This is an optimization exercise on Yosys and OpenROAD, whose aim is small area and a short achievable clock period, not a production implementation. No run shown here included a check of the RTL's function; only the layout flow was run.

==> flow/design.v, too long to show whole: its modules and the start of the top module <==
// module ex2_1: 1640 lines
// module ex2_1_fa: 4 lines
// module ex2_1_ha: 4 lines
module ex2_1 (
	      input 		  clk, rst, validi,
	      input [31:0] 	  data_in,
	      output logic 	  valido,
	      output logic [31:0] data_out
	      );
  // ...
==> flow/run.sh <==
#!/bin/bash
# synth_recipe.tcl (not shown) runs the flow's synth.tcl, then flattens the netlist and writes it again
# the make line also repeats each setting of config.mk as NAME=value (left out here)
make -C /OpenROAD-flow-scripts/flow DESIGN_CONFIG=/design/flow/config.mk WORK_HOME=/design/flow/orfs CLKGATE_MAP_FILE= SYNTH_SCRIPT=/design/flow/synth_recipe.tcl finish
==> flow/config.mk <==
export PLATFORM = sky130hd
export DESIGN_NAME = ex2_1
export DESIGN_NICKNAME = ex2_1
export VERILOG_FILES = /design/flow/design.v
export SDC_FILE = /design/flow/constraint.sdc
export NUM_CORES = 4
export LEC_CHECK = 0
export ABC_CLOCK_PERIOD_IN_PS = 3500
export CAP_MARGIN = 20
export CORE_MARGIN = 2
export CORE_UTILIZATION = 40
export SETUP_SLACK_MARGIN = 4.5
export SLEW_MARGIN = 20
export SYNTH_HIERARCHICAL = 1
==> flow/constraint.sdc <==
create_clock -name core_clock -period 8.0 [get_ports {clk}]
set_input_delay 1.6000 -clock core_clock [delete_from_list [all_inputs] [get_ports {clk}]]
set_output_delay 1.6000 -clock core_clock [all_outputs]
set_load 0.01 [all_outputs]
==> flow_summary.ini, run 1 <==
[detailed_routing]
met1_length_microns = 23500
via_per_inst = 5.95
drt-total-wl_microns = 59800

[yosys]
synth_fa_ha_area_share_pct = 34.6
synthTopCellsByCount = xnor2_1, fa_1, a22oi_1
synth_top_family_by_area = adder cells
yosysWarnings = 7
netlist.area_leader.share_pct = 28.5
syn_inst = 1511

[sta]
skew_ps = 19.2
rsz0062_at_grt = true
slew_headroom_pct = 37.2
hold_violations = 0
fmax_ghz = 0.240

[layout]
multi_input_area_share_pct = 64.5
fillers = 3233
multi_input_cells = 1154
final-clk-cell-share_pct = 2.68
final_cell_mix = xnor2_1, dfxtp_1, a22oi_1

[hold_path]
hold_path_class = reg -> reg
hold-path-endpoint = cnt[0]

[placement]
place_congestion = 0.900
placed_area_sq_um = 17700
dpl.cell_count = 2008
dp_slack_ps = 2470

[worst_setup_path]
cp.depth = 12
arrival_ps = 4520
crit_slowest_cell = fa_1
criticalPathCategory = in -> reg

[floorplanning]
ios = 68
dieArea_sq_um = 41300

[clock_network]
postCtsHoldBufs = 0
numCtsBuffers = 17
clock_path_buffers = 2

[grt]
grt_overflow = 0
top_usage_layer = met2
use_met1_pct = 38.1

[status]
outcome = no timing/DRC/antenna violations
==> inputs of run 2 (changes only) <==
--- a/flow/design.v
+++ b/flow/design.v
@@ -112,18 +112,16 @@
    logic q93;
    logic q94;
    logic q95;
    logic q96;
    logic q97;
    logic q98;
    logic q99;
    logic q100;
-   logic q101;
-   logic q102;
    wire bo0, bt0, bn0;
    wire pp1;
    wire pp2;
    wire pp3;
    wire pp4;
    wire pp5;
    wire pp6;
    wire pp7;
@@ -743,51 +741,51 @@
    wire s606;
    wire s607;
    wire s608;
    wire s609;
    wire s610;
    wire s611;
    wire s612;
    wire s613;
-   wire c614;
-   wire s615;
-   wire c616;
-   wire s617;
-   wire c618;
-   wire s619;
-   wire c620;
-   wire s621;
-   wire c622;
-   wire s623;
-   wire c624;
-   wire s625;
-   wire c626;
-   wire s627;
-   wire c628;
-   wire s629;
-   wire c630;
-   wire s631;
-   wire c632;
-   wire s633;
-   wire c634;
-   wire s635;
-   wire c636;
-   wire s637;
-   wire c638;
-   wire s639;
-   wire c640;
-   wire s641;
-   wire c642;
-   wire s643;
-   wire c644;
-   wire s645;
-   wire c646;
+   wire s614;
+   wire c615;
+   wire s616;
+   wire c617;
+   wire s618;
+   wire c619;
+   wire s620;
+   wire c621;
+   wire s622;
+   wire c623;
+   wire s624;
+   wire c625;
+   wire s626;
+   wire c627;
+   wire s628;
+   wire c629;
+   wire s630;
+   wire c631;
+   wire s632;
+   wire c633;
+   wire s634;
+   wire c635;
+   wire s636;
+   wire c637;
+   wire s638;
+   wire c639;
+   wire s640;
+   wire c641;
+   wire s642;
+   wire c643;
+   wire s644;
+   wire c645;
+   wire s646;
    wire s647;
-   wire c648;
+   wire s648;
    wire s649;
    wire c650;
    wire s651;
    wire c652;
    wire s653;
    wire c654;
    wire s655;
    wire c656;
@@ -815,17 +813,17 @@
    wire c678;
    wire s679;
    wire c680;
    wire s681;
    wire c682;
    wire s683;
    wire c684;
    wire s685;
-   wire c686;
+   wire s686;
    wire s687;
    wire c688;
    wire s689;
    wire c690;
    wire s691;
    wire c692;
    wire s693;
    wire c694;
@@ -869,17 +867,17 @@
    wire c732;
    wire s733;
    wire c734;
    wire s735;
    wire c736;
    wire s737;
    wire c738;
    wire s739;
-   wire c740;
+   wire s740;
    wire s741;
    wire c742;
    wire s743;
    wire c744;
    wire s745;
    wire c746;
    wire s747;
    wire c748;
@@ -925,22 +923,164 @@
    wire c788;
    wire s789;
    wire c790;
    wire s791;
    wire c792;
    wire s793;
    wire c794;
    wire s795;
-   wire s796;
+   wire c796;
    wire s797;
-   wire s798;
+   wire c798;
    wire s799;
-   wire s800;
+   wire c800;
+   wire s801;
+   wire c802;
+   wire s803;
+   wire s804;
    wire [31:0] ra, rb;
+   wire [31:0] g0, p0, sum;
+   wire xg1, xp1;
+   wire xg2, xp2;
+   wire xg3, xp3;
+   wire xg4, xp4;
+   wire xg5, xp5;
+   wire xg6, xp6;
+   wire xg7, xp7;
+   wire xg8, xp8;
+   wire xg9, xp9;
+   wire xg10, xp10;
+   wire xg11, xp11;
+   wire xg12, xp12;
+   wire xg13, xp13;
+   wire xg14, xp14;
+   wire xg15, xp15;
+   wire xg16, xp16;
+   wire xg17, xp17;
+   wire xg18, xp18;
+   wire xg19, xp19;
+   wire xg20, xp20;
+   wire xg21, xp21;
+   wire xg22, xp22;
+   wire xg23, xp23;
+   wire xg24, xp24;
+   wire xg25, xp25;
+   wire xg26, xp26;
+   wire xg27, xp27;
+   wire xg28, xp28;
+   wire xg29, xp29;
+   wire xg30, xp30;
+   wire xg31, xp31;
+   wire gi32, pi32;
+   wire xg33, xp33;
+   wire xg34, xp34;
+   wire xg35, xp35;
+   wire xg36, xp36;
+   wire xg37, xp37;
+   wire xg38, xp38;
+   wire xg39, xp39;
+   wire xg40, xp40;
+   wire xg41, xp41;
+   wire xg42, xp42;
+   wire xg43, xp43;
+   wire xg44, xp44;
+   wire xg45, xp45;
+   wire xg46, xp46;
+   wire xg47, xp47;
+   wire xg48, xp48;
+   wire xg49, xp49;
+   wire xg50, xp50;
+   wire xg51, xp51;
+   wire xg52, xp52;
+   wire xg53, xp53;
+   wire xg54, xp54;
+   wire xg55, xp55;
+   wire xg56, xp56;
+   wire xg57, xp57;
+   wire xg58, xp58;
+   wire xg59, xp59;
+   wire xg60, xp60;
+   wire xg61, xp61;
+   wire xg62, xp62;
+   wire xg63, xp63;
+   wire gi64, pi64;
+   wire xg65, xp65;
+   wire xg66, xp66;
+   wire xg67, xp67;
+   wire xg68, xp68;
+   wire xg69, xp69;
+   wire xg70, xp70;
+   wire xg71, xp71;
+   wire xg72, xp72;
+   wire xg73, xp73;
+   wire xg74, xp74;
+   wire xg75, xp75;
+   wire xg76, xp76;
+   wire xg77, xp77;
+   wire xg78, xp78;
+   wire xg79, xp79;
+   wire xg80, xp80;
+   wire xg81, xp81;
+   wire xg82, xp82;
+   wire xg83, xp83;
+   wire xg84, xp84;
+   wire xg85, xp85;
+   wire xg86, xp86;
+   wire xg87, xp87;
+   wire xg88, xp88;
+   wire xg89, xp89;
+   wire xg90, xp90;
+   wire xg91, xp91;
+   wire xg92, xp92;
+   wire xg93, xp93;
+   wire gi94, pi94;
+   wire xg95, xp95;
+   wire gi96, pi96;
+   wire xg97, xp97;
+   wire xg98, xp98;
+   wire xg99, xp99;
+   wire xg100, xp100;
+   wire xg101, xp101;
+   wire xg102, xp102;
+   wire xg103, xp103;
+   wire xg104, xp104;
+   wire xg105, xp105;
+   wire xg106, xp106;
+   wire xg107, xp107;
+   wire xg108, xp108;
+   wire xg109, xp109;
+   wire xg110, xp110;
+   wire xg111, xp111;
+   wire xg112, xp112;
+   wire xg113, xp113;
+   wire xg114, xp114;
+   wire xg115, xp115;
+   wire xg116, xp116;
+   wire xg117, xp117;
+   wire xg118, xp118;
+   wire xg119, xp119;
+   wire xg120, xp120;
+   wire xg121, xp121;
+   wire gi122, pi122;
+   wire xg123, xp123;
+   wire gi124, pi124;
+   wire xg125, xp125;
+   wire gi126, pi126;
+   wire xg127, xp127;
+   wire gi128, pi128;
+   wire xg129, xp129;
+   wire xg130, xp130;
+   wire xg131, xp131;
+   wire xg132, xp132;
+   wire xg133, xp133;
+   wire xg134, xp134;
+   wire xg135, xp135;
+   wire xg136, xp136;
+   wire xg137, xp137;
    always_ff @(posedge clk) begin
       a <= data_in;
       q0 <= bn0;
       q1 <= pp1;
       q2 <= pp2;
       q3 <= s273;
       q4 <= s275;
       q5 <= s279;
@@ -1029,24 +1169,22 @@
       q88 <= c560;
       q89 <= s577;
       q90 <= s579;
       q91 <= s597;
       q92 <= c578;
       q93 <= c580;
       q94 <= s599;
       q95 <= s601;
-      q96 <= s608;
-      q97 <= s609;
-      q98 <= s610;
-      q99 <= c600;
-      q100 <= c602;
-      q101 <= s611;
-      q102 <= s612;
-      data_out <= ra + rb;
+      q96 <= c600;
+      q97 <= s611;
+      q98 <= c602;
+      q99 <= s612;
+      q100 <= s613;
+      data_out <= sum;
    end
    assign bo0 = a[0] ^ 1'b0;
    assign bt0 = (a[1] & ~a[0] & ~1'b0) | (~a[1] & a[0] & 1'b0);
    assign bn0 = a[1] & ~(a[0] & 1'b0);
    assign pp1 = ((bo0 & data_in[0]) | (bt0 & 1'b0)) ^ bn0;
    assign pp2 = ((bo0 & data_in[1]) | (bt0 & data_in[0])) ^ bn0;
    assign pp3 = ((bo0 & data_in[2]) | (bt0 & data_in[1])) ^ bn0;
    assign pp4 = ((bo0 & data_in[3]) | (bt0 & data_in[2])) ^ bn0;
@@ -1523,126 +1661,323 @@
    ex2_1_fa us587 (.a(pp215), .b(pp229), .c(pp241), .s(s587), .co(c588));
    ex2_1_fa us589 (.a(pp251), .b(pp259), .c(pp265), .s(s589), .co(c590));
    ex2_1_fa us591 (.a(pp269), .b(pp271), .c(c562), .s(s591), .co(c592));
    ex2_1_fa us593 (.a(c564), .b(c566), .c(c568), .s(s593), .co(c594));
    ex2_1_fa us595 (.a(c570), .b(s581), .c(s583), .s(s595), .co(c596));
    ex2_1_fa us597 (.a(s585), .b(s587), .c(s589), .s(s597), .co(c598));
    ex2_1_fa us599 (.a(c572), .b(c574), .c(c576), .s(s599), .co(c600));
    ex2_1_fa us601 (.a(s591), .b(s593), .c(s595), .s(s601), .co(c602));
-   assign s603 = pp32 ^ pp62 ^ pp90;
-   assign s604 = pp116 ^ pp140 ^ pp162;
-   assign s605 = pp182 ^ pp200 ^ pp216;
-   assign s606 = pp230 ^ pp242 ^ pp252;
-   assign s607 = pp260 ^ pp266 ^ pp270;
-   assign s608 = pp272 ^ c582 ^ c584;
-   assign s609 = c586 ^ c588 ^ c590;
-   assign s610 = s603 ^ s604 ^ s605;
-   assign s611 = s606 ^ s607 ^ c592;
-   assign s612 = c594 ^ c596 ^ c598;
-   ex2_1_ha us613 (.a(q0), .b(q1), .s(s613), .co(c614));
-   ex2_1_ha us615 (.a(q2), .b(c614), .s(s615), .co(c616));
-   ex2_1_ha us617 (.a(q3), .b(c616), .s(s617), .co(c618));
-   ex2_1_ha us619 (.a(q4), .b(c618), .s(s619), .co(c620));
-   ex2_1_ha us621 (.a(q5), .b(c620), .s(s621), .co(c622));
-   ex2_1_fa us623 (.a(q6), .b(q7), .c(q8), .s(s623), .co(c624));
-   ex2_1_ha us625 (.a(s623), .b(c622), .s(s625), .co(c626));
-   ex2_1_fa us627 (.a(q9), .b(q10), .c(c624), .s(s627), .co(c628));
-   ex2_1_ha us629 (.a(s627), .b(data_in[6]), .s(s629), .co(c630));
-   ex2_1_fa us631 (.a(q11), .b(q12), .c(c628), .s(s631), .co(c632));
-   ex2_1_ha us633 (.a(data_in[7]), .b(c630), .s(s633), .co(c634));
-   ex2_1_fa us635 (.a(q13), .b(q14), .c(data_in[8]), .s(s635), .co(c636));
-   ex2_1_ha us637 (.a(c632), .b(c634), .s(s637), .co(c638));
-   ex2_1_fa us639 (.a(q15), .b(q16), .c(data_in[9]), .s(s639), .co(c640));
-   ex2_1_ha us641 (.a(c636), .b(s639), .s(s641), .co(c642));
-   ex2_1_fa us643 (.a(q17), .b(q18), .c(data_in[10]), .s(s643), .co(c644));
-   ex2_1_ha us645 (.a(c640), .b(s643), .s(s645), .co(c646));
-   ex2_1_fa us647 (.a(q19), .b(q20), .c(data_in[11]), .s(s647), .co(c648));
-   ex2_1_ha us649 (.a(c644), .b(s647), .s(s649), .co(c650));
-   ex2_1_fa us651 (.a(q21), .b(q22), .c(data_in[12]), .s(s651), .co(c652));
-   ex2_1_ha us653 (.a(c648), .b(s651), .s(s653), .co(c654));
-   ex2_1_fa us655 (.a(q23), .b(q24), .c(q25), .s(s655), .co(c656));
-   ex2_1_fa us657 (.a(q26), .b(s655), .c(data_in[13]), .s(s657), .co(c658));
-   ex2_1_ha us659 (.a(c652), .b(s657), .s(s659), .co(c660));
-   ex2_1_fa us661 (.a(q27), .b(q28), .c(q29), .s(s661), .co(c662));
-   ex2_1_fa us663 (.a(c656), .b(s661), .c(data_in[14]), .s(s663), .co(c664));
-   ex2_1_ha us665 (.a(c658), .b(s663), .s(s665), .co(c666));
-   ex2_1_fa us667 (.a(q30), .b(q31), .c(q32), .s(s667), .co(c668));
-   ex2_1_fa us669 (.a(c662), .b(s667), .c(data_in[15]), .s(s669), .co(c670));
-   ex2_1_ha us671 (.a(c664), .b(s669), .s(s671), .co(c672));
-   ex2_1_fa us673 (.a(q33), .b(q34), .c(q35), .s(s673), .co(c674));
-   ex2_1_fa us675 (.a(c668), .b(s673), .c(data_in[16]), .s(s675), .co(c676));
-   ex2_1_ha us677 (.a(c670), .b(s675), .s(s677), .co(c678));
-   ex2_1_fa us679 (.a(q36), .b(q37), .c(q38), .s(s679), .co(c680));
-   ex2_1_fa us681 (.a(c674), .b(s679), .c(data_in[17]), .s(s681), .co(c682));
-   ex2_1_ha us683 (.a(c676), .b(s681), .s(s683), .co(c684));
-   ex2_1_fa us685 (.a(q39), .b(q40), .c(q41), .s(s685), .co(c686));
-   ex2_1_fa us687 (.a(c680), .b(s685), .c(data_in[18]), .s(s687), .co(c688));
-   ex2_1_ha us689 (.a(c682), .b(s687), .s(s689), .co(c690));
-   ex2_1_fa us691 (.a(q42), .b(q43), .c(q44), .s(s691), .co(c692));
-   ex2_1_fa us693 (.a(q45), .b(q46), .c(c686), .s(s693), .co(c694));
-   ex2_1_fa us695 (.a(s691), .b(s693), .c(data_in[19]), .s(s695), .co(c696));
-   ex2_1_ha us697 (.a(c688), .b(s695), .s(s697), .co(c698));
-   ex2_1_fa us699 (.a(q47), .b(q48), .c(q49), .s(s699), .co(c700));
-   ex2_1_fa us701 (.a(q50), .b(c692), .c(s699), .s(s701), .co(c702));
-   ex2_1_fa us703 (.a(c694), .b(s701), .c(data_in[20]), .s(s703), .co(c704));
-   ex2_1_ha us705 (.a(c696), .b(s703), .s(s705), .co(c706));
-   ex2_1_fa us707 (.a(q51), .b(q52), .c(q53), .s(s707), .co(c708));
-   ex2_1_fa us709 (.a(q54), .b(c700), .c(s707), .s(s709), .co(c710));
-   ex2_1_fa us711 (.a(c702), .b(s709), .c(data_in[21]), .s(s711), .co(c712));
-   ex2_1_ha us713 (.a(c704), .b(s711), .s(s713), .co(c714));
-   ex2_1_fa us715 (.a(q55), .b(q56), .c(q57), .s(s715), .co(c716));
-   ex2_1_fa us717 (.a(q58), .b(c708), .c(s715), .s(s717), .co(c718));
-   ex2_1_fa us719 (.a(c710), .b(s717), .c(data_in[22]), .s(s719), .co(c720));
-   ex2_1_ha us721 (.a(c712), .b(s719), .s(s721), .co(c722));
-   ex2_1_fa us723 (.a(q59), .b(q60), .c(q61), .s(s723), .co(c724));
-   ex2_1_fa us725 (.a(q62), .b(c716), .c(s723), .s(s725), .co(c726));
-   ex2_1_fa us727 (.a(c718), .b(s725), .c(data_in[23]), .s(s727), .co(c728));
-   ex2_1_ha us729 (.a(c720), .b(s727), .s(s729), .co(c730));
-   ex2_1_fa us731 (.a(q63), .b(q64), .c(q65), .s(s731), .co(c732));
-   ex2_1_fa us733 (.a(q66), .b(c724), .c(s731), .s(s733), .co(c734));
-   ex2_1_fa us735 (.a(c726), .b(s733), .c(data_in[24]), .s(s735), .co(c736));
-   ex2_1_ha us737 (.a(c728), .b(s735), .s(s737), .co(c738));
-   ex2_1_fa us739 (.a(q67), .b(q68), .c(q69), .s(s739), .co(c740));
-   ex2_1_fa us741 (.a(q70), .b(c732), .c(s739), .s(s741), .co(c742));
-   ex2_1_fa us743 (.a(c734), .b(s741), .c(data_in[25]), .s(s743), .co(c744));
-   ex2_1_ha us745 (.a(c736), .b(s743), .s(s745), .co(c746));
-   ex2_1_fa us747 (.a(q71), .b(q72), .c(q73), .s(s747), .co(c748));
-   ex2_1_fa us749 (.a(q74), .b(c740), .c(s747), .s(s749), .co(c750));
-   ex2_1_fa us751 (.a(c742), .b(s749), .c(data_in[26]), .s(s751), .co(c752));
-   ex2_1_ha us753 (.a(c744), .b(s751), .s(s753), .co(c754));
-   ex2_1_fa us755 (.a(q75), .b(q76), .c(q77), .s(s755), .co(c756));
-   ex2_1_fa us757 (.a(q78), .b(q79), .c(q80), .s(s757), .co(c758));
-   ex2_1_fa us759 (.a(c748), .b(s755), .c(s757), .s(s759), .co(c760));
-   ex2_1_fa us761 (.a(c750), .b(s759), .c(data_in[27]), .s(s761), .co(c762));
-   ex2_1_ha us763 (.a(c752), .b(s761), .s(s763), .co(c764));
-   ex2_1_fa us765 (.a(q81), .b(q82), .c(q83), .s(s765), .co(c766));
-   ex2_1_fa us767 (.a(q84), .b(q85), .c(c756), .s(s767), .co(c768));
-   ex2_1_fa us769 (.a(c758), .b(s765), .c(c760), .s(s769), .co(c770));
-   ex2_1_fa us771 (.a(s767), .b(data_in[28]), .c(s769), .s(s771), .co(c772));
-   ex2_1_ha us773 (.a(c762), .b(c764), .s(s773), .co(c774));
-   ex2_1_fa us775 (.a(q86), .b(q87), .c(q88), .s(s775), .co(c776));
-   ex2_1_fa us777 (.a(q89), .b(q90), .c(c766), .s(s777), .co(c778));
-   ex2_1_fa us779 (.a(s775), .b(c768), .c(s777), .s(s779), .co(c780));
-   ex2_1_fa us781 (.a(data_in[29]), .b(c770), .c(s779), .s(s781), .co(c782));
-   ex2_1_ha us783 (.a(c772), .b(s781), .s(s783), .co(c784));
-   ex2_1_fa us785 (.a(q91), .b(q92), .c(q93), .s(s785), .co(c786));
-   ex2_1_fa us787 (.a(q94), .b(q95), .c(c776), .s(s787), .co(c788));
-   ex2_1_fa us789 (.a(s785), .b(c778), .c(s787), .s(s789), .co(c790));
-   ex2_1_fa us791 (.a(data_in[30]), .b(c780), .c(s789), .s(s791), .co(c792));
-   ex2_1_ha us793 (.a(c782), .b(s791), .s(s793), .co(c794));
-   assign s795 = q96 ^ q97 ^ q98;
-   assign s796 = q99 ^ q100 ^ q101;
-   assign s797 = q102 ^ c786 ^ s795;
-   assign s798 = s796 ^ c788 ^ data_in[31];
-   assign s799 = s797 ^ c790 ^ s798;
-   assign s800 = c792 ^ c794;
-   assign ra = {s799, c784, c774, s771, c754, c746, c738, c730, c722, c714, c706, c698, c690, c684, c678, c672, c666, c660, c654, c650, c646, c642, c638, s635, s631, c626, data_in[5], data_in[4], s619, s617, s615, s613};
-   assign rb = {s800, s793, s783, s773, s763, s753, s745, s737, s729, s721, s713, s705, s697, s689, s683, s677, s671, s665, s659, s653, s649, s645, s641, s637, s633, s629, s625, s621, data_in[3], data_in[2], data_in[1], data_in[0]};
+   ex2_1_fa us603 (.a(pp32), .b(pp62), .c(pp90), .s(s603), .co());
+   ex2_1_fa us604 (.a(pp116), .b(pp140), .c(pp162), .s(s604), .co());
+   ex2_1_fa us605 (.a(pp182), .b(pp200), .c(pp216), .s(s605), .co());
+   ex2_1_fa us606 (.a(pp230), .b(pp242), .c(pp252), .s(s606), .co());
+   ex2_1_fa us607 (.a(pp260), .b(pp266), .c(pp270), .s(s607), .co());
+   ex2_1_fa us608 (.a(pp272), .b(c582), .c(c584), .s(s608), .co());
+   ex2_1_fa us609 (.a(c586), .b(c588), .c(c590), .s(s609), .co());
+   ex2_1_fa us610 (.a(s603), .b(s604), .c(s605), .s(s610), .co());
+   ex2_1_fa us611 (.a(s606), .b(s607), .c(c592), .s(s611), .co());
+   ex2_1_fa us612 (.a(c594), .b(c596), .c(c598), .s(s612), .co());
+   ex2_1_fa us613 (.a(s608), .b(s609), .c(s610), .s(s613), .co());
+   ex2_1_ha us614 (.a(q42), .b(q43), .s(s614), .co(c615));
+   ex2_1_ha us616 (.a(q47), .b(q48), .s(s616), .co(c617));
+   ex2_1_ha us618 (.a(q51), .b(q52), .s(s618), .co(c619));
+   ex2_1_ha us620 (.a(q55), .b(q56), .s(s620), .co(c621));
+   ex2_1_ha us622 (.a(q59), .b(q60), .s(s622), .co(c623));
+   ex2_1_ha us624 (.a(q63), .b(q64), .s(s624), .co(c625));
+   ex2_1_ha us626 (.a(q67), .b(q68), .s(s626), .co(c627));
+   ex2_1_ha us628 (.a(q71), .b(q72), .s(s628), .co(c629));
+   ex2_1_fa us630 (.a(q75), .b(q76), .c(q77), .s(s630), .co(c631));
+   ex2_1_ha us632 (.a(q78), .b(q79), .s(s632), .co(c633));
+   ex2_1_fa us634 (.a(q81), .b(q82), .c(q83), .s(s634), .co(c635));
+   ex2_1_ha us636 (.a(q84), .b(q85), .s(s636), .co(c637));
+   ex2_1_fa us638 (.a(q86), .b(q87), .c(q88), .s(s638), .co(c639));
+   ex2_1_ha us640 (.a(q89), .b(q90), .s(s640), .co(c641));
+   ex2_1_fa us642 (.a(q91), .b(q92), .c(q93), .s(s642), .co(c643));
+   ex2_1_ha us644 (.a(q94), .b(q95), .s(s644), .co(c645));
+   assign s646 = q96 ^ q97;
+   assign s647 = q98 ^ s646;
+   assign s648 = q99 ^ q100;
+   ex2_1_ha us649 (.a(q23), .b(q24), .s(s649), .co(c650));
+   ex2_1_ha us651 (.a(q27), .b(q28), .s(s651), .co(c652));
+   ex2_1_ha us653 (.a(q30), .b(q31), .s(s653), .co(c654));
+   ex2_1_ha us655 (.a(q33), .b(q34), .s(s655), .co(c656));
+   ex2_1_ha us657 (.a(q36), .b(q37), .s(s657), .co(c658));
+   ex2_1_ha us659 (.a(q39), .b(q40), .s(s659), .co(c660));
+   ex2_1_fa us661 (.a(q44), .b(q45), .c(q46), .s(s661), .co(c662));
+   ex2_1_fa us663 (.a(q49), .b(q50), .c(c615), .s(s663), .co(c664));
+   ex2_1_fa us665 (.a(q53), .b(q54), .c(c617), .s(s665), .co(c666));
+   ex2_1_fa us667 (.a(q57), .b(q58), .c(c619), .s(s667), .co(c668));
+   ex2_1_fa us669 (.a(q61), .b(q62), .c(c621), .s(s669), .co(c670));
+   ex2_1_fa us671 (.a(q65), .b(q66), .c(c623), .s(s671), .co(c672));
+   ex2_1_fa us673 (.a(q69), .b(q70), .c(c625), .s(s673), .co(c674));
+   ex2_1_fa us675 (.a(q73), .b(q74), .c(c627), .s(s675), .co(c676));
+   ex2_1_fa us677 (.a(q80), .b(c629), .c(s632), .s(s677), .co(c678));
+   ex2_1_fa us679 (.a(c633), .b(s636), .c(c631), .s(s679), .co(c680));
+   ex2_1_fa us681 (.a(c637), .b(s640), .c(c635), .s(s681), .co(c682));
+   ex2_1_fa us683 (.a(c641), .b(s644), .c(c639), .s(s683), .co(c684));
+   assign s685 = c645 ^ s648;
+   assign s686 = c643 ^ s685;
+   ex2_1_ha us687 (.a(q6), .b(q7), .s(s687), .co(c688));
+   ex2_1_ha us689 (.a(q9), .b(q10), .s(s689), .co(c690));
+   ex2_1_ha us691 (.a(q11), .b(q12), .s(s691), .co(c692));
+   ex2_1_ha us693 (.a(q13), .b(q14), .s(s693), .co(c694));
+   ex2_1_ha us695 (.a(q15), .b(q16), .s(s695), .co(c696));
+   ex2_1_ha us697 (.a(q17), .b(q18), .s(s697), .co(c698));
+   ex2_1_ha us699 (.a(q19), .b(q20), .s(s699), .co(c700));
+   ex2_1_ha us701 (.a(q21), .b(q22), .s(s701), .co(c702));
+   ex2_1_fa us703 (.a(q25), .b(q26), .c(s649), .s(s703), .co(c704));
+   ex2_1_fa us705 (.a(q29), .b(c650), .c(s651), .s(s705), .co(c706));
+   ex2_1_fa us707 (.a(q32), .b(c652), .c(s653), .s(s707), .co(c708));
+   ex2_1_fa us709 (.a(q35), .b(c654), .c(s655), .s(s709), .co(c710));
+   ex2_1_fa us711 (.a(q38), .b(c656), .c(s657), .s(s711), .co(c712));
+   ex2_1_fa us713 (.a(q41), .b(c658), .c(s659), .s(s713), .co(c714));
+   ex2_1_fa us715 (.a(c660), .b(s614), .c(s661), .s(s715), .co(c716));
+   ex2_1_fa us717 (.a(s616), .b(c662), .c(s663), .s(s717), .co(c718));
+   ex2_1_fa us719 (.a(s618), .b(c664), .c(s665), .s(s719), .co(c720));
+   ex2_1_fa us721 (.a(s620), .b(c666), .c(s667), .s(s721), .co(c722));
+   ex2_1_fa us723 (.a(s622), .b(c668), .c(s669), .s(s723), .co(c724));
+   ex2_1_fa us725 (.a(s624), .b(c670), .c(s671), .s(s725), .co(c726));
+   ex2_1_fa us727 (.a(s626), .b(c672), .c(s673), .s(s727), .co(c728));
+   ex2_1_fa us729 (.a(s628), .b(c674), .c(s675), .s(s729), .co(c730));
+   ex2_1_fa us731 (.a(s630), .b(c676), .c(s677), .s(s731), .co(c732));
+   ex2_1_fa us733 (.a(s634), .b(c678), .c(s679), .s(s733), .co(c734));
+   ex2_1_fa us735 (.a(s638), .b(c680), .c(s681), .s(s735), .co(c736));
+   ex2_1_fa us737 (.a(s642), .b(c682), .c(s683), .s(s737), .co(c738));
+   assign s739 = s647 ^ s686;
+   assign s740 = c684 ^ s739;
+   ex2_1_fa us741 (.a(q0), .b(q1), .c(data_in[0]), .s(s741), .co(c742));
+   ex2_1_ha us743 (.a(q2), .b(data_in[1]), .s(s743), .co(c744));
+   ex2_1_ha us745 (.a(q3), .b(data_in[2]), .s(s745), .co(c746));
+   ex2_1_ha us747 (.a(q4), .b(data_in[3]), .s(s747), .co(c748));
+   ex2_1_ha us749 (.a(q5), .b(data_in[4]), .s(s749), .co(c750));
+   ex2_1_fa us751 (.a(s687), .b(q8), .c(data_in[5]), .s(s751), .co(c752));
+   ex2_1_fa us753 (.a(c688), .b(s689), .c(data_in[6]), .s(s753), .co(c754));
+   ex2_1_fa us755 (.a(c690), .b(s691), .c(data_in[7]), .s(s755), .co(c756));
+   ex2_1_fa us757 (.a(c692), .b(s693), .c(data_in[8]), .s(s757), .co(c758));
+   ex2_1_fa us759 (.a(c694), .b(s695), .c(data_in[9]), .s(s759), .co(c760));
+   ex2_1_fa us761 (.a(c696), .b(s697), .c(data_in[10]), .s(s761), .co(c762));
+   ex2_1_fa us763 (.a(c698), .b(s699), .c(data_in[11]), .s(s763), .co(c764));
+   ex2_1_fa us765 (.a(c700), .b(s701), .c(data_in[12]), .s(s765), .co(c766));
+   ex2_1_fa us767 (.a(c702), .b(s703), .c(data_in[13]), .s(s767), .co(c768));
+   ex2_1_fa us769 (.a(c704), .b(s705), .c(data_in[14]), .s(s769), .co(c770));
+   ex2_1_fa us771 (.a(c706), .b(s707), .c(data_in[15]), .s(s771), .co(c772));
+   ex2_1_fa us773 (.a(c708), .b(s709), .c(data_in[16]), .s(s773), .co(c774));
+   ex2_1_fa us775 (.a(c710), .b(s711), .c(data_in[17]), .s(s775), .co(c776));
+   ex2_1_fa us777 (.a(c712), .b(s713), .c(data_in[18]), .s(s777), .co(c778));
+   ex2_1_fa us779 (.a(c714), .b(s715), .c(data_in[19]), .s(s779), .co(c780));
+   ex2_1_fa us781 (.a(c716), .b(s717), .c(data_in[20]), .s(s781), .co(c782));
+   ex2_1_fa us783 (.a(c718), .b(s719), .c(data_in[21]), .s(s783), .co(c784));
+   ex2_1_fa us785 (.a(c720), .b(s721), .c(data_in[22]), .s(s785), .co(c786));
+   ex2_1_fa us787 (.a(c722), .b(s723), .c(data_in[23]), .s(s787), .co(c788));
+   ex2_1_fa us789 (.a(c724), .b(s725), .c(data_in[24]), .s(s789), .co(c790));
+   ex2_1_fa us791 (.a(c726), .b(s727), .c(data_in[25]), .s(s791), .co(c792));
+   ex2_1_fa us793 (.a(c728), .b(s729), .c(data_in[26]), .s(s793), .co(c794));
+   ex2_1_fa us795 (.a(c730), .b(s731), .c(data_in[27]), .s(s795), .co(c796));
+   ex2_1_fa us797 (.a(c732), .b(s733), .c(data_in[28]), .s(s797), .co(c798));
+   ex2_1_fa us799 (.a(c734), .b(s735), .c(data_in[29]), .s(s799), .co(c800));
+   ex2_1_fa us801 (.a(c736), .b(s737), .c(data_in[30]), .s(s801), .co(c802));
+   assign s803 = data_in[31] ^ s740;
+   assign s804 = c738 ^ s803;
+   assign ra = {c802, c800, c798, c796, c794, c792, c790, c788, c786, c784, c782, c780, c778, c776, c774, c772, c770, c768, c766, c764, c762, c760, c758, c756, c754, c752, c750, c748, c746, c744, c742, s741};
+   assign rb = {s804, s801, s799, s797, s795, s793, s791, s789, s787, s785, s783, s781, s779, s777, s775, s773, s771, s769, s767, s765, s763, s761, s759, s757, s755, s753, s751, s749, s747, s745, s743, 1'b0};
+   assign g0 = ra & rb;
+   assign p0 = ra ^ rb;
+   ex2_1_pgi ug1 (.gh(g0[1]), .ph(p0[1]), .gl(g0[0]), .pl(1'b1), .gn(xg1), .pn(xp1));
+   ex2_1_pgi ug2 (.gh(g0[2]), .ph(p0[2]), .gl(g0[1]), .pl(p0[1]), .gn(xg2), .pn(xp2));
+   ex2_1_pgi ug3 (.gh(g0[3]), .ph(p0[3]), .gl(g0[2]), .pl(p0[2]), .gn(xg3), .pn(xp3));
+   ex2_1_pgi ug4 (.gh(g0[4]), .ph(p0[4]), .gl(g0[3]), .pl(p0[3]), .gn(xg4), .pn(xp4));
+   ex2_1_pgi ug5 (.gh(g0[5]), .ph(p0[5]), .gl(g0[4]), .pl(p0[4]), .gn(xg5), .pn(xp5));
+   ex2_1_pgi ug6 (.gh(g0[6]), .ph(p0[6]), .gl(g0[5]), .pl(p0[5]), .gn(xg6), .pn(xp6));
+   ex2_1_pgi ug7 (.gh(g0[7]), .ph(p0[7]), .gl(g0[6]), .pl(p0[6]), .gn(xg7), .pn(xp7));
+   ex2_1_pgi ug8 (.gh(g0[8]), .ph(p0[8]), .gl(g0[7]), .pl(p0[7]), .gn(xg8), .pn(xp8));
+   ex2_1_pgi ug9 (.gh(g0[9]), .ph(p0[9]), .gl(g0[8]), .pl(p0[8]), .gn(xg9), .pn(xp9));
+   ex2_1_pgi ug10 (.gh(g0[10]), .ph(p0[10]), .gl(g0[9]), .pl(p0[9]), .gn(xg10), .pn(xp10));
+   ex2_1_pgi ug11 (.gh(g0[11]), .ph(p0[11]), .gl(g0[10]), .pl(p0[10]), .gn(xg11), .pn(xp11));
+   ex2_1_pgi ug12 (.gh(g0[12]), .ph(p0[12]), .gl(g0[11]), .pl(p0[11]), .gn(xg12), .pn(xp12));
+   ex2_1_pgi ug13 (.gh(g0[13]), .ph(p0[13]), .gl(g0[12]), .pl(p0[12]), .gn(xg13), .pn(xp13));
+   ex2_1_pgi ug14 (.gh(g0[14]), .ph(p0[14]), .gl(g0[13]), .pl(p0[13]), .gn(xg14), .pn(xp14));
+   ex2_1_pgi ug15 (.gh(g0[15]), .ph(p0[15]), .gl(g0[14]), .pl(p0[14]), .gn(xg15), .pn(xp15));
+   ex2_1_pgi ug16 (.gh(g0[16]), .ph(p0[16]), .gl(g0[15]), .pl(p0[15]), .gn(xg16), .pn(xp16));
+   ex2_1_pgi ug17 (.gh(g0[17]), .ph(p0[17]), .gl(g0[16]), .pl(p0[16]), .gn(xg17), .pn(xp17));
+   ex2_1_pgi ug18 (.gh(g0[18]), .ph(p0[18]), .gl(g0[17]), .pl(p0[17]), .gn(xg18), .pn(xp18));
+   ex2_1_pgi ug19 (.gh(g0[19]), .ph(p0[19]), .gl(g0[18]), .pl(p0[18]), .gn(xg19), .pn(xp19));
+   ex2_1_pgi ug20 (.gh(g0[20]), .ph(p0[20]), .gl(g0[19]), .pl(p0[19]), .gn(xg20), .pn(xp20));
+   ex2_1_pgi ug21 (.gh(g0[21]), .ph(p0[21]), .gl(g0[20]), .pl(p0[20]), .gn(xg21), .pn(xp21));
+   ex2_1_pgi ug22 (.gh(g0[22]), .ph(p0[22]), .gl(g0[21]), .pl(p0[21]), .gn(xg22), .pn(xp22));
+   ex2_1_pgi ug23 (.gh(g0[23]), .ph(p0[23]), .gl(g0[22]), .pl(p0[22]), .gn(xg23), .pn(xp23));
+   ex2_1_pgi ug24 (.gh(g0[24]), .ph(p0[24]), .gl(g0[23]), .pl(p0[23]), .gn(xg24), .pn(xp24));
+   ex2_1_pgi ug25 (.gh(g0[25]), .ph(p0[25]), .gl(g0[24]), .pl(p0[24]), .gn(xg25), .pn(xp25));
+   ex2_1_pgi ug26 (.gh(g0[26]), .ph(p0[26]), .gl(g0[25]), .pl(p0[25]), .gn(xg26), .pn(xp26));
+   ex2_1_pgi ug27 (.gh(g0[27]), .ph(p0[27]), .gl(g0[26]), .pl(p0[26]), .gn(xg27), .pn(xp27));
+   ex2_1_pgi ug28 (.gh(g0[28]), .ph(p0[28]), .gl(g0[27]), .pl(p0[27]), .gn(xg28), .pn(xp28));
+   ex2_1_pgi ug29 (.gh(g0[29]), .ph(p0[29]), .gl(g0[28]), .pl(p0[28]), .gn(xg29), .pn(xp29));
+   ex2_1_pgi ug30 (.gh(g0[30]), .ph(p0[30]), .gl(g0[29]), .pl(p0[29]), .gn(xg30), .pn(xp30));
+   ex2_1_pgi ug31 (.gh(g0[31]), .ph(p0[31]), .gl(g0[30]), .pl(p0[30]), .gn(xg31), .pn(xp31));
+   assign gi32 = ~g0[0];
+   assign pi32 = ~p0[0];
+   ex2_1_pgn ug33 (.gnh(xg2), .pnh(xp2), .gnl(gi32), .pnl(1'b0), .g(xg33), .p(xp33));
+   ex2_1_pgn ug34 (.gnh(xg3), .pnh(xp3), .gnl(xg1), .pnl(1'b0), .g(xg34), .p(xp34));
+   ex2_1_pgn ug35 (.gnh(xg4), .pnh(xp4), .gnl(xg2), .pnl(xp2), .g(xg35), .p(xp35));
+   ex2_1_pgn ug36 (.gnh(xg5), .pnh(xp5), .gnl(xg3), .pnl(xp3), .g(xg36), .p(xp36));
+   ex2_1_pgn ug37 (.gnh(xg6), .pnh(xp6), .gnl(xg4), .pnl(xp4), .g(xg37), .p(xp37));
+   ex2_1_pgn ug38 (.gnh(xg7), .pnh(xp7), .gnl(xg5), .pnl(xp5), .g(xg38), .p(xp38));
+   ex2_1_pgn ug39 (.gnh(xg8), .pnh(xp8), .gnl(xg6), .pnl(xp6), .g(xg39), .p(xp39));
+   ex2_1_pgn ug40 (.gnh(xg9), .pnh(xp9), .gnl(xg7), .pnl(xp7), .g(xg40), .p(xp40));
+   ex2_1_pgn ug41 (.gnh(xg10), .pnh(xp10), .gnl(xg8), .pnl(xp8), .g(xg41), .p(xp41));
+   ex2_1_pgn ug42 (.gnh(xg11), .pnh(xp11), .gnl(xg9), .pnl(xp9), .g(xg42), .p(xp42));
+   ex2_1_pgn ug43 (.gnh(xg12), .pnh(xp12), .gnl(xg10), .pnl(xp10), .g(xg43), .p(xp43));
+   ex2_1_pgn ug44 (.gnh(xg13), .pnh(xp13), .gnl(xg11), .pnl(xp11), .g(xg44), .p(xp44));
+   ex2_1_pgn ug45 (.gnh(xg14), .pnh(xp14), .gnl(xg12), .pnl(xp12), .g(xg45), .p(xp45));
+   ex2_1_pgn ug46 (.gnh(xg15), .pnh(xp15), .gnl(xg13), .pnl(xp13), .g(xg46), .p(xp46));
+   ex2_1_pgn ug47 (.gnh(xg16), .pnh(xp16), .gnl(xg14), .pnl(xp14), .g(xg47), .p(xp47));
+   ex2_1_pgn ug48 (.gnh(xg17), .pnh(xp17), .gnl(xg15), .pnl(xp15), .g(xg48), .p(xp48));
+   ex2_1_pgn ug49 (.gnh(xg18), .pnh(xp18), .gnl(xg16), .pnl(xp16), .g(xg49), .p(xp49));
+   ex2_1_pgn ug50 (.gnh(xg19), .pnh(xp19), .gnl(xg17), .pnl(xp17), .g(xg50), .p(xp50));
+   ex2_1_pgn ug51 (.gnh(xg20), .pnh(xp20), .gnl(xg18), .pnl(xp18), .g(xg51), .p(xp51));
+   ex2_1_pgn ug52 (.gnh(xg21), .pnh(xp21), .gnl(xg19), .pnl(xp19), .g(xg52), .p(xp52));
+   ex2_1_pgn ug53 (.gnh(xg22), .pnh(xp22), .gnl(xg20), .pnl(xp20), .g(xg53), .p(xp53));
+   ex2_1_pgn ug54 (.gnh(xg23), .pnh(xp23), .gnl(xg21), .pnl(xp21), .g(xg54), .p(xp54));
+   ex2_1_pgn ug55 (.gnh(xg24), .pnh(xp24), .gnl(xg22), .pnl(xp22), .g(xg55), .p(xp55));
+   ex2_1_pgn ug56 (.gnh(xg25), .pnh(xp25), .gnl(xg23), .pnl(xp23), .g(xg56), .p(xp56));
+   ex2_1_pgn ug57 (.gnh(xg26), .pnh(xp26), .gnl(xg24), .pnl(xp24), .g(xg57), .p(xp57));
+   ex2_1_pgn ug58 (.gnh(xg27), .pnh(xp27), .gnl(xg25), .pnl(xp25), .g(xg58), .p(xp58));
+   ex2_1_pgn ug59 (.gnh(xg28), .pnh(xp28), .gnl(xg26), .pnl(xp26), .g(xg59), .p(xp59));
+   ex2_1_pgn ug60 (.gnh(xg29), .pnh(xp29), .gnl(xg27), .pnl(xp27), .g(xg60), .p(xp60));
+   ex2_1_pgn ug61 (.gnh(xg30), .pnh(xp30), .gnl(xg28), .pnl(xp28), .g(xg61), .p(xp61));
+   ex2_1_pgn ug62 (.gnh(xg31), .pnh(xp31), .gnl(xg29), .pnl(xp29), .g(xg62), .p(xp62));
+   ex2_1_pgi ug63 (.gh(xg35), .ph(xp35), .gl(g0[0]), .pl(1'b1), .gn(xg63), .pn(xp63));
+   assign gi64 = ~xg1;
+   assign pi64 = ~xp1;
+   ex2_1_pgi ug65 (.gh(xg36), .ph(xp36), .gl(gi64), .pl(1'b1), .gn(xg65), .pn(xp65));
+   ex2_1_pgi ug66 (.gh(xg37), .ph(xp37), .gl(xg33), .pl(1'b1), .gn(xg66), .pn(xp66));
+   ex2_1_pgi ug67 (.gh(xg38), .ph(xp38), .gl(xg34), .pl(1'b1), .gn(xg67), .pn(xp67));
+   ex2_1_pgi ug68 (.gh(xg39), .ph(xp39), .gl(xg35), .pl(xp35), .gn(xg68), .pn(xp68));
+   ex2_1_pgi ug69 (.gh(xg40), .ph(xp40), .gl(xg36), .pl(xp36), .gn(xg69), .pn(xp69));
+   ex2_1_pgi ug70 (.gh(xg41), .ph(xp41), .gl(xg37), .pl(xp37), .gn(xg70), .pn(xp70));
+   ex2_1_pgi ug71 (.gh(xg42), .ph(xp42), .gl(xg38), .pl(xp38), .gn(xg71), .pn(xp71));
+   ex2_1_pgi ug72 (.gh(xg43), .ph(xp43), .gl(xg39), .pl(xp39), .gn(xg72), .pn(xp72));
+   ex2_1_pgi ug73 (.gh(xg44), .ph(xp44), .gl(xg40), .pl(xp40), .gn(xg73), .pn(xp73));
+   ex2_1_pgi ug74 (.gh(xg45), .ph(xp45), .gl(xg41), .pl(xp41), .gn(xg74), .pn(xp74));
+   ex2_1_pgi ug75 (.gh(xg46), .ph(xp46), .gl(xg42), .pl(xp42), .gn(xg75), .pn(xp75));
+   ex2_1_pgi ug76 (.gh(xg47), .ph(xp47), .gl(xg43), .pl(xp43), .gn(xg76), .pn(xp76));
+   ex2_1_pgi ug77 (.gh(xg48), .ph(xp48), .gl(xg44), .pl(xp44), .gn(xg77), .pn(xp77));
+   ex2_1_pgi ug78 (.gh(xg49), .ph(xp49), .gl(xg45), .pl(xp45), .gn(xg78), .pn(xp78));
+   ex2_1_pgi ug79 (.gh(xg50), .ph(xp50), .gl(xg46), .pl(xp46), .gn(xg79), .pn(xp79));
+   ex2_1_pgi ug80 (.gh(xg51), .ph(xp51), .gl(xg47), .pl(xp47), .gn(xg80), .pn(xp80));
+   ex2_1_pgi ug81 (.gh(xg52), .ph(xp52), .gl(xg48), .pl(xp48), .gn(xg81), .pn(xp81));
+   ex2_1_pgi ug82 (.gh(xg53), .ph(xp53), .gl(xg49), .pl(xp49), .gn(xg82), .pn(xp82));
+   ex2_1_pgi ug83 (.gh(xg54), .ph(xp54), .gl(xg50), .pl(xp50), .gn(xg83), .pn(xp83));
+   ex2_1_pgi ug84 (.gh(xg55), .ph(xp55), .gl(xg51), .pl(xp51), .gn(xg84), .pn(xp84));
+   ex2_1_pgi ug85 (.gh(xg56), .ph(xp56), .gl(xg52), .pl(xp52), .gn(xg85), .pn(xp85));
+   ex2_1_pgi ug86 (.gh(xg57), .ph(xp57), .gl(xg53), .pl(xp53), .gn(xg86), .pn(xp86));
+   ex2_1_pgi ug87 (.gh(xg58), .ph(xp58), .gl(xg54), .pl(xp54), .gn(xg87), .pn(xp87));
+   ex2_1_pgi ug88 (.gh(xg59), .ph(xp59), .gl(xg55), .pl(xp55), .gn(xg88), .pn(xp88));
+   ex2_1_pgi ug89 (.gh(xg60), .ph(xp60), .gl(xg56), .pl(xp56), .gn(xg89), .pn(xp89));
+   ex2_1_pgi ug90 (.gh(xg61), .ph(xp61), .gl(xg57), .pl(xp57), .gn(xg90), .pn(xp90));
+   ex2_1_pgi ug91 (.gh(xg62), .ph(xp62), .gl(xg58), .pl(xp58), .gn(xg91), .pn(xp91));
+   ex2_1_pgn ug92 (.gnh(xg68), .pnh(xp68), .gnl(gi32), .pnl(1'b0), .g(xg92), .p(xp92));
+   ex2_1_pgn ug93 (.gnh(xg69), .pnh(xp69), .gnl(xg1), .pnl(1'b0), .g(xg93), .p(xp93));
+   assign gi94 = ~xg33;
+   assign pi94 = ~xp33;
+   ex2_1_pgn ug95 (.gnh(xg70), .pnh(xp70), .gnl(gi94), .pnl(1'b0), .g(xg95), .p(xp95));
+   assign gi96 = ~xg34;
+   assign pi96 = ~xp34;
+   ex2_1_pgn ug97 (.gnh(xg71), .pnh(xp71), .gnl(gi96), .pnl(1'b0), .g(xg97), .p(xp97));
+   ex2_1_pgn ug98 (.gnh(xg72), .pnh(xp72), .gnl(xg63), .pnl(1'b0), .g(xg98), .p(xp98));
+   ex2_1_pgn ug99 (.gnh(xg73), .pnh(xp73), .gnl(xg65), .pnl(1'b0), .g(xg99), .p(xp99));
+   ex2_1_pgn ug100 (.gnh(xg74), .pnh(xp74), .gnl(xg66), .pnl(1'b0), .g(xg100), .p(xp100));
+   ex2_1_pgn ug101 (.gnh(xg75), .pnh(xp75), .gnl(xg67), .pnl(1'b0), .g(xg101), .p(xp101));
+   ex2_1_pgn ug102 (.gnh(xg76), .pnh(xp76), .gnl(xg68), .pnl(xp68), .g(xg102), .p(xp102));
+   ex2_1_pgn ug103 (.gnh(xg77), .pnh(xp77), .gnl(xg69), .pnl(xp69), .g(xg103), .p(xp103));
+   ex2_1_pgn ug104 (.gnh(xg78), .pnh(xp78), .gnl(xg70), .pnl(xp70), .g(xg104), .p(xp104));
+   ex2_1_pgn ug105 (.gnh(xg79), .pnh(xp79), .gnl(xg71), .pnl(xp71), .g(xg105), .p(xp105));
+   ex2_1_pgn ug106 (.gnh(xg80), .pnh(xp80), .gnl(xg72), .pnl(xp72), .g(xg106), .p(xp106));
+   ex2_1_pgn ug107 (.gnh(xg81), .pnh(xp81), .gnl(xg73), .pnl(xp73), .g(xg107), .p(xp107));
+   ex2_1_pgn ug108 (.gnh(xg82), .pnh(xp82), .gnl(xg74), .pnl(xp74), .g(xg108), .p(xp108));
+   ex2_1_pgn ug109 (.gnh(xg83), .pnh(xp83), .gnl(xg75), .pnl(xp75), .g(xg109), .p(xp109));
+   ex2_1_pgn ug110 (.gnh(xg84), .pnh(xp84), .gnl(xg76), .pnl(xp76), .g(xg110), .p(xp110));
+   ex2_1_pgn ug111 (.gnh(xg85), .pnh(xp85), .gnl(xg77), .pnl(xp77), .g(xg111), .p(xp111));
+   ex2_1_pgn ug112 (.gnh(xg86), .pnh(xp86), .gnl(xg78), .pnl(xp78), .g(xg112), .p(xp112));
+   ex2_1_pgn ug113 (.gnh(xg87), .pnh(xp87), .gnl(xg79), .pnl(xp79), .g(xg113), .p(xp113));
+   ex2_1_pgn ug114 (.gnh(xg88), .pnh(xp88), .gnl(xg80), .pnl(xp80), .g(xg114), .p(xp114));
+   ex2_1_pgn ug115 (.gnh(xg89), .pnh(xp89), .gnl(xg81), .pnl(xp81), .g(xg115), .p(xp115));
+   ex2_1_pgn ug116 (.gnh(xg90), .pnh(xp90), .gnl(xg82), .pnl(xp82), .g(xg116), .p(xp116));
+   ex2_1_pgn ug117 (.gnh(xg91), .pnh(xp91), .gnl(xg83), .pnl(xp83), .g(xg117), .p(xp117));
+   ex2_1_pgi ug118 (.gh(xg102), .ph(xp102), .gl(g0[0]), .pl(1'b1), .gn(xg118), .pn(xp118));
+   ex2_1_pgi ug119 (.gh(xg103), .ph(xp103), .gl(gi64), .pl(1'b1), .gn(xg119), .pn(xp119));
+   ex2_1_pgi ug120 (.gh(xg104), .ph(xp104), .gl(xg33), .pl(1'b1), .gn(xg120), .pn(xp120));
+   ex2_1_pgi ug121 (.gh(xg105), .ph(xp105), .gl(xg34), .pl(1'b1), .gn(xg121), .pn(xp121));
+   assign gi122 = ~xg63;
+   assign pi122 = ~xp63;
+   ex2_1_pgi ug123 (.gh(xg106), .ph(xp106), .gl(gi122), .pl(1'b1), .gn(xg123), .pn(xp123));
+   assign gi124 = ~xg65;
+   assign pi124 = ~xp65;
+   ex2_1_pgi ug125 (.gh(xg107), .ph(xp107), .gl(gi124), .pl(1'b1), .gn(xg125), .pn(xp125));
+   assign gi126 = ~xg66;
+   assign pi126 = ~xp66;
+   ex2_1_pgi ug127 (.gh(xg108), .ph(xp108), .gl(gi126), .pl(1'b1), .gn(xg127), .pn(xp127));
+   assign gi128 = ~xg67;
+   assign pi128 = ~xp67;
+   ex2_1_pgi ug129 (.gh(xg109), .ph(xp109), .gl(gi128), .pl(1'b1), .gn(xg129), .pn(xp129));
+   ex2_1_pgi ug130 (.gh(xg110), .ph(xp110), .gl(xg92), .pl(1'b1), .gn(xg130), .pn(xp130));
+   ex2_1_pgi ug131 (.gh(xg111), .ph(xp111), .gl(xg93), .pl(1'b1), .gn(xg131), .pn(xp131));
+   ex2_1_pgi ug132 (.gh(xg112), .ph(xp112), .gl(xg95), .pl(1'b1), .gn(xg132), .pn(xp132));
+   ex2_1_pgi ug133 (.gh(xg113), .ph(xp113), .gl(xg97), .pl(1'b1), .gn(xg133), .pn(xp133));
+   ex2_1_pgi ug134 (.gh(xg114), .ph(xp114), .gl(xg98), .pl(1'b1), .gn(xg134), .pn(xp134));
+   ex2_1_pgi ug135 (.gh(xg115), .ph(xp115), .gl(xg99), .pl(1'b1), .gn(xg135), .pn(xp135));
+   ex2_1_pgi ug136 (.gh(xg116), .ph(xp116), .gl(xg100), .pl(1'b1), .gn(xg136), .pn(xp136));
+   ex2_1_pgi ug137 (.gh(xg117), .ph(xp117), .gl(xg101), .pl(1'b1), .gn(xg137), .pn(xp137));
+   assign sum[0] = p0[0];
+   ex2_1_x us1 (.a(p0[1]), .b(g0[0]), .y(sum[1]));
+   ex2_1_xn us2 (.a(p0[2]), .b(xg1), .y(sum[2]));
+   ex2_1_x us3 (.a(p0[3]), .b(xg33), .y(sum[3]));
+   ex2_1_x us4 (.a(p0[4]), .b(xg34), .y(sum[4]));
+   ex2_1_xn us5 (.a(p0[5]), .b(xg63), .y(sum[5]));
+   ex2_1_xn us6 (.a(p0[6]), .b(xg65), .y(sum[6]));
+   ex2_1_xn us7 (.a(p0[7]), .b(xg66), .y(sum[7]));
+   ex2_1_xn us8 (.a(p0[8]), .b(xg67), .y(sum[8]));
+   ex2_1_x us9 (.a(p0[9]), .b(xg92), .y(sum[9]));
+   ex2_1_x us10 (.a(p0[10]), .b(xg93), .y(sum[10]));
+   ex2_1_x us11 (.a(p0[11]), .b(xg95), .y(sum[11]));
+   ex2_1_x us12 (.a(p0[12]), .b(xg97), .y(sum[12]));
+   ex2_1_x us13 (.a(p0[13]), .b(xg98), .y(sum[13]));
+   ex2_1_x us14 (.a(p0[14]), .b(xg99), .y(sum[14]));
+   ex2_1_x us15 (.a(p0[15]), .b(xg100), .y(sum[15]));
+   ex2_1_x us16 (.a(p0[16]), .b(xg101), .y(sum[16]));
+   ex2_1_xn us17 (.a(p0[17]), .b(xg118), .y(sum[17]));
+   ex2_1_xn us18 (.a(p0[18]), .b(xg119), .y(sum[18]));
+   ex2_1_xn us19 (.a(p0[19]), .b(xg120), .y(sum[19]));
+   ex2_1_xn us20 (.a(p0[20]), .b(xg121), .y(sum[20]));
+   ex2_1_xn us21 (.a(p0[21]), .b(xg123), .y(sum[21]));
+   ex2_1_xn us22 (.a(p0[22]), .b(xg125), .y(sum[22]));
+   ex2_1_xn us23 (.a(p0[23]), .b(xg127), .y(sum[23]));
+   ex2_1_xn us24 (.a(p0[24]), .b(xg129), .y(sum[24]));
+   ex2_1_xn us25 (.a(p0[25]), .b(xg130), .y(sum[25]));
+   ex2_1_xn us26 (.a(p0[26]), .b(xg131), .y(sum[26]));
+   ex2_1_xn us27 (.a(p0[27]), .b(xg132), .y(sum[27]));
+   ex2_1_xn us28 (.a(p0[28]), .b(xg133), .y(sum[28]));
+   ex2_1_xn us29 (.a(p0[29]), .b(xg134), .y(sum[29]));
+   ex2_1_xn us30 (.a(p0[30]), .b(xg135), .y(sum[30]));
+   ex2_1_xn us31 (.a(p0[31]), .b(xg136), .y(sum[31]));
 endmodule
 module ex2_1_fa (input a, b, c, output s, co);
    assign s = a ^ b ^ c;
    assign co = (a & b) | (c & (a ^ b));
 endmodule
 module ex2_1_ha (input a, b, output s, co);
    assign s = a ^ b;
    assign co = a & b;
 endmodule
+module ex2_1_pgi (input gh, ph, gl, pl, output gn, pn);
+   assign gn = ~(gh | (ph & gl));
+   assign pn = ~(ph & pl);
+endmodule
+module ex2_1_pgn (input gnh, pnh, gnl, pnl, output g, p);
+   assign g = ~(gnh & (pnh | gnl));
+   assign p = ~(pnh | pnl);
+endmodule
+module ex2_1_x (input a, b, output y);
+   assign y = a ^ b;
+endmodule
+module ex2_1_xn (input a, b, output y);
+   assign y = ~(a ^ b);
+endmodule
==> flow/flow/run.sh (new file) <==
#!/bin/bash
# The standard layout, except that the port buffers are plain buf_2 cells rather
# than the delay cells buffer_ports picks by default. make's full output goes to flow_make.log.
set -euo pipefail
bash standard.sh "BUFFER_PORTS_ARGS=-buffer_cell sky130_fd_sc_hd__buf_2" finish > flow_make.log 2>&1
==> flow/standard.sh (new file) <==
#!/bin/bash
# synth_recipe.tcl (not shown) runs the flow's synth.tcl, then flattens the netlist and writes it again
# the make line also repeats each setting of config.mk as NAME=value (left out here)
make -C /OpenROAD-flow-scripts/flow DESIGN_CONFIG=/design/flow/config.mk WORK_HOME=/design/flow/orfs CLKGATE_MAP_FILE= SYNTH_SCRIPT=/design/flow/synth_recipe.tcl "${@:-finish}"
==> flow/config.mk (replaced) <==
export PLATFORM = sky130hd
export DESIGN_NAME = ex2_1
export DESIGN_NICKNAME = ex2_1
export VERILOG_FILES = /design/flow/design.v
export SDC_FILE = /design/flow/constraint.sdc
export NUM_CORES = 4
export LEC_CHECK = 0
export CAP_MARGIN = 20
export CORE_MARGIN = 2
export CORE_UTILIZATION = 40
export SETUP_SLACK_MARGIN = 4.4
export SLEW_MARGIN = 20
export SYNTH_HIERARCHICAL = 1
export TNS_END_PERCENT = 0
removed: flow/run.sh
==> run 2 against run 1 <==
Effect of this change: highest routed layer unchanged; fmax grew 16%; critical path depth down 6; global-route usage is 4.9 points lower; hold slack better by 1.2 ps; flip-flop and latch count is 2 lower.
==> flow_summary.ini, run 2 <==
[status]
outcome = no timing/DRC/antenna violations

[floorplanning]
coreArea_sq_um = 40800
rows = 74
initial_core_util_pct = 40.5
dieArea_sq_um = 42900
dieWidth_microns = 207
ios = 68
fp.dieH_microns = 207

[worst_setup_path]
crit_buf_inv = 1
cp.required_ps = 8340
crit_family = adder cells
crit_fanout = 28
cp-start-kind = input port
max_stage_delay_ps = 560
crit_chain = buf_4, a22oi_2, xnor2_1, fa_1, fa_1, fa_1
criticalPathCategory = in -> reg
arrival_ps = 3930
crit_slowest_cell = fa_1
cp-end-kind = flip-flop
cpMostUsedCell = fa_1

[clock_network]
cts_root_buffer = clkbuf_16
insertion_delay_ps = 470
clock_path_buffers = 2
h-tree-depth = 4
cts_tree = yes
postCtsSetupRepairBufs = 0
clk_pin_slew_ps = 70
numCtsBuffers = 17
cts_num_sinks = 168

[hold_path]
hold_path_class = reg -> reg

[yosys]
synth_area_per_cell_sq_um = 10.6
syn-cell-area_sq_um = 16500
yosysWarnings = 7
syn_inst = 1559

[placement]
place_congestion = 0.848
dp_hpwl_microns = 35700
dpl.cell_count = 2056
port_buffers = 67
dp_slack_ps = 3660

[detailed_routing]
top_layer_used = met4
via_per_inst = 5.71
wl_met3_microns = 4180
dr_wl_met2_microns = 24100
drt-total-wl_microns = 51200
drtIter0Drc = 1034
dr.pass1.iters = 5
drc = 0
met1_length_microns = 21800
wl_per_cell_microns = 24.5
vias = 11936
ant_nets = 0

[sta]
finalSetupTns_ps = 0
fmax_ghz = 0.278
finalSetupViolCount = 0
finalCriticalPeriod_ps = 3590
slew_headroom_pct = 23.9
rsz0062_at_grt = true
hold_violations = 0
skew_ps = 13.1
layout_setup_ws_ps = 4410
slew_viol_final = 0
worst_slew_pin_slew_ps = 1140
timing.final.crit_share_pct = 44.9

[layout]
drive_gt1_share_pct = 18.8
fillers = 3842
mostFrequentLayoutCell = xnor2_1
top_regs = a (32), data_out (32), cnt (2)
antenna_cells = 0
nNetsFinal = 1891
areaGrowthSynthToFinish_pct = 9.07
final_cell_count_no_fill = 2089
post-route-util_pct = 44.1
final_cell_mix = xnor2_1, fa_1, a22oi_1

[grt]
antenna_found_initial = 0
grt_max_degree = 54
grtUsageTotal_pct = 24.0
grt_pass1_vias = 12693
grt_overflow = 0
grt_pass1_wl_microns = 78400

[flow_run]
drv_cap = 0
-- run 2: final cells by class --
type	count	area (sq um)	share of cell area [%]
Multi-Input combinational cell	1222	12600	69.9
Clock buffer	18	439	2.44
Sequential cell	168	3380	18.8
Timing Repair Buffer	83	547	3.03
Clock inverter	14	186	1.03
Tap cell	532	666	3.69
Inverter	52	209	1.16
-- run 2: layer usage --
metal	vias to the layer above	global-route usage (%)
li1	5246	-
met2	573	38.9
met4	0	8.23
met3	63	4.80
met1	6054	32.1
met5	-	0
-- run 2: repair_timing --
item | in CTS | in global routing
pin swaps | 0 | 5
endpoints found under the setup margin | 96 | 46
resized for setup | 27 | 28
hold buffers | 0 | 0
gates cloned | 0 | 1
-- run 2: final timing paths --
check / depth (start not counted) / from / slack [ps] / to
hold / removal: 1 / cnt[0] / 440 / cnt[0]
min in group asynchronous: 2 / rst / 980 / cnt[0]
hold reg to reg: 1 / cnt[0] / 440 / cnt[0]
setup reg to reg: 7 / a[5] / 4430 / q38
max in group asynchronous: 2 / rst / 6890 / cnt[1]
setup / recovery: 6 / data_in[6] / 4410 / q74
-- run 2: through the flow --
stage	instance area, sq um	hold WS, ps
2_1_floorplan	16700	363
3_3_place_gp	17200	418
3_5_place_dp	17200	436
4_1_cts	17900	446
5_1_grt	18000	461
6_report	18000	438

afterwards: timing with drivers on the ports:
Ports are ideal in the flow. The routed layouts listed here were re-timed in OpenROAD.
Step 1: set_driving_cell puts a clkbuf_16 on clk and a buf_2 on each other input, an assumption about the parent block.
Step 2 adds t to the input delays and takes it off the output delays; t is the mean of the earliest and latest rising clock arrival at the registers after step 1. Input paths then give back, and output paths get back, about the clock's delay inside the block.
a / b / c = ideal ports / drivers / drivers and shift; a / b = the first two.
| run | t (ns) | slack for setup (ns) | worst hold slack (ns) | worst data-port slew with drivers (ns) | pins driven straight from the clock port |
|---|---|---|---|---|---|
| run 1 | 0.525 | 3.829 / 3.863 / 3.338 | 0.437 / 0.437 / 0.437 | 0.09 | 1 |
| run 2 | 0.522 | 4.408 / 4.429 / 3.923 | 0.438 / 0.438 / 0.438 | 0.04 | 1 |
After both steps every run listed still meets setup and hold. For run 1, which loses most, drivers alone change the setup slack by +0.034 ns; drivers and shift together by -0.491 ns.
